Background: an optimization exercise with open tools, aiming at small area. Do not read the settings as production practice.
Only simulation tests tie the RTL to the original design; equivalence was not proved.
Power and IR drop assume default switching activity.

Design Poly94_Video, start of the top module:
module Poly94_Video(
    input  wire        clk_i,
    input  wire        rst_i,
    input  wire        fb_en_i,
    output wire        sdram_cmd_valid_o,
    input  wire        sdram_cmd_ready_i,
    output wire [23:0] sdram_addr_x16_o,
    input  wire        sdram_resp_valid_i,
    input  wire        sdram_resp_last_i,
    input  wire [15:0] sdram_rdata_i,
    output wire        sdram_ack_o,
    output wire        hsync_n_o,
    output wire        vsync_n_o,
    output wire        blank_n_o,
    output wire        pixel_valid_o,
    output wire        end_of_visible_line_o,
    output wire        end_of_frame_o,
    output wire [23:0] vga_color_o
);
For scale: about 1,600 cells after synthesis, roughly 800 flip-flops, about 78 I/O pins, roughly 29,000 sq um of cells after synthesis.
==> module Video_Ctrl, before the edit <==
module Video_Ctrl #(
  parameter DEPTH     = 47,
  parameter REQ_LEVEL = 29
)(
  input  wire        clk_i,
  input  wire        rst_i,
  input  wire        fb_en_i,
  output wire        sdram_cmd_valid,
  input  wire        sdram_cmd_ready,
  output wire        sdram_ack,
  output wire [23:0] sdram_addr_x16,
  input  wire        sdram_resp_valid,
  input  wire        sdram_resp_last,
  input  wire [15:0] sdram_rdata,
  input  wire        valid_i,
  input  wire        left_i,
  input  wire        top_i,
  input  wire        line0_i,
  input  wire        end_of_frame_i,
  output wire [23:0] rgb_o
);
localparam LW = $clog2(DEPTH + 1);
reg [15:0]   fifo [1:DEPTH];    
reg [LW-1:0] level;
reg [16:0]   addr;
reg          first_frame;       
reg          req;               
reg          busy;              
reg          cap;               
wire show = left_i & top_i;
wire pop  = valid_i & show & ~(first_frame & line0_i);
wire full = (level == DEPTH);
wire push = sdram_resp_valid & cap & (~full | pop);
wire ack  = sdram_resp_valid & sdram_resp_last;
wire want = (level <= REQ_LEVEL);
assign sdram_cmd_valid = req;
assign sdram_ack       = ack;
assign sdram_addr_x16  = {6'h20, 1'b0, addr};
integer k;
always @(posedge clk_i) begin
  if (push) begin
    fifo[1] <= sdram_rdata;
    for (k = 2; k <= DEPTH; k = k + 1)
      fifo[k] <= fifo[k-1];
  end
end
always @(posedge clk_i) begin
  if (rst_i) begin
    level       <= '0;
    addr        <= '0;
    first_frame <= 1'b1;
    req         <= 1'b0;
    busy        <= 1'b0;
    cap         <= 1'b0;
  end else begin
    if (push & ~pop)
      level <= level + 1'b1;
    else if (pop & ~push)
      level <= level - 1'b1;
    if (push)
      addr <= addr + 1'b1;
    if (sdram_resp_valid & ~push)
      cap <= 1'b0;
    if (req) begin
      if (sdram_cmd_ready) begin
        req  <= 1'b0;
        busy <= 1'b1;
        cap  <= 1'b1;
      end
    end else if (busy) begin
      if (ack) begin
        busy <= 1'b0;
        req  <= want;
      end
    end else begin
      req <= want;
    end
    if (end_of_frame_i) begin
      level       <= '0;
      addr        <= '0;
      first_frame <= 1'b0;
    end
  end
end
localparam NG = (DEPTH + 2) / 3;
wire [DEPTH+2:1] sel;
wire [15:0]      ent [1:DEPTH+2];
genvar g;
generate
  for (g = 1; g <= DEPTH + 2; g = g + 1) begin : g_sel
    if (g <= DEPTH) begin : g_e
      assign sel[g] = (level == g);
      assign ent[g] = fifo[g];
    end else begin : g_pad
      assign sel[g] = 1'b0;
      assign ent[g] = 16'h0000;
    end
  end
endgenerate
wire [15:0] grp_n [0:NG-1];
generate
  for (g = 0; g < NG; g = g + 1) begin : g_grp
    Sel3_N u_sel (
      .a0(ent[3*g+1]), .a1(ent[3*g+2]), .a2(ent[3*g+3]),
      .s0(sel[3*g+1]), .s1(sel[3*g+2]), .s2(sel[3*g+3]),
      .y_n(grp_n[g])
    );
  end
endgenerate
reg [15:0] d;
always @(*) begin
  d = 16'h0000;
  for (k = 0; k < NG; k = k + 1)
    d = d | ~grp_n[k];
end
assign rgb_o = ~fb_en_i ? 24'hFF00FF :
               ~show    ? 24'h000000 :
               {d[15:11], d[15:13], d[10:5], d[10:9], d[4:0], d[2:0]};
endmodule
export LEC_CHECK = 0
export CAP_MARGIN = 20
export CORE_MARGIN = 2
export CORE_UTILIZATION = 60
export PLACE_DENSITY = 0.7
export SLEW_MARGIN = 20
export SYNTH_HIERARCHICAL = 1
export SYNTH_MEMORY_MAX_BITS = 32768
create_clock -name core_clock -period 10.0 [get_ports {clk_i}]
standard.sh (not shown) runs the stock make flow with config.mk's settings and CLKGATE_MAP_FILE= SYNTH_SCRIPT=/design/flow/synth_recipe.tcl, a recipe that flattens the netlist after the stock synthesis.
==> flow/flow/run.sh <==
#!/bin/bash
set -euo pipefail
export BUFFER_PORTS_ARGS="-buffer_cell sky130_fd_sc_hd__buf_1"
export CTS_ARGS="-sink_clustering_enable -repair_clock_nets -sink_clustering_size 18 -sink_clustering_max_diameter 60 -buf_list sky130_fd_sc_hd__clkbuf_8 -dont_use_dummy_load"
bash standard.sh > standard.log 2>&1
The first run finished with timing, DRC and antenna clean.
Then changed:
--- a/flow/design.v
+++ b/flow/design.v
@@ -130,17 +130,17 @@
   end
 end
 localparam NG = (DEPTH + 2) / 3;
-wire [DEPTH+2:1] sel;
-wire [15:0]      ent [1:DEPTH+2];
+wire [3*NG:1] sel;
+wire [15:0]   ent [1:3*NG];
 genvar g;
 generate
-  for (g = 1; g <= DEPTH + 2; g = g + 1) begin : g_sel
+  for (g = 1; g <= 3 * NG; g = g + 1) begin : g_sel
     if (g <= DEPTH) begin : g_e
       assign sel[g] = (level == g);
       assign ent[g] = fifo[g];
-    end else begin : g_pad
-      assign sel[g] = 1'b0;
-      assign ent[g] = 16'h0000;
+    end else begin : g_rep
+      assign sel[g] = sel[DEPTH];
+      assign ent[g] = fifo[DEPTH];
     end
   end
 endgenerate
After rerunning: Total power barely changes. Count of clock-buffer cells in the layout falls by 1. Non-clock buffer count rises by 6. Sequential power stays flat. Cell count falls by 0.75%. Hold slack improved by 0.014 ns. Routed wire length falls by 2.1%. Maximum frequency falls by 2.8%. Final area stays flat. Worst setup slack got worse by 0.18 ns. Sequential share of layout area rises by 0.10 points. Via count falls by 0.84%. Critical path depth does not change. Die area stays the same.

## static timing again, ports no longer ideal
How much do the figures lean on ideal ports? The routed layouts below were timed once more, with nothing changed but the port constraints.
Step 1: set_driving_cell puts a clkbuf_16 on clk_i and a buf_2 on each other input, an assumption about the parent block.
Step 2, shift: input delay + t, output delay - t, t = (earliest + latest rising clock arrival at the registers) / 2. This alone moves slack from input paths to output paths.
a / b / c = ideal ports / drivers / drivers and shift; a / b = the first two.
run | shift t [ns] | setup WS [ns] | worst setup path after step 2 | clock arrival spread, ns | worst data-port slew with drivers (ns)
the first run | 0.717 | 3.833 / 3.776 / 4.492 | register to output | 0.106 / 0.105 | 0.03
the second run | 0.716 | 3.655 / 3.604 / 4.319 | register to output | 0.080 / 0.081 | 0.06
After both steps every run listed still meets setup and hold.
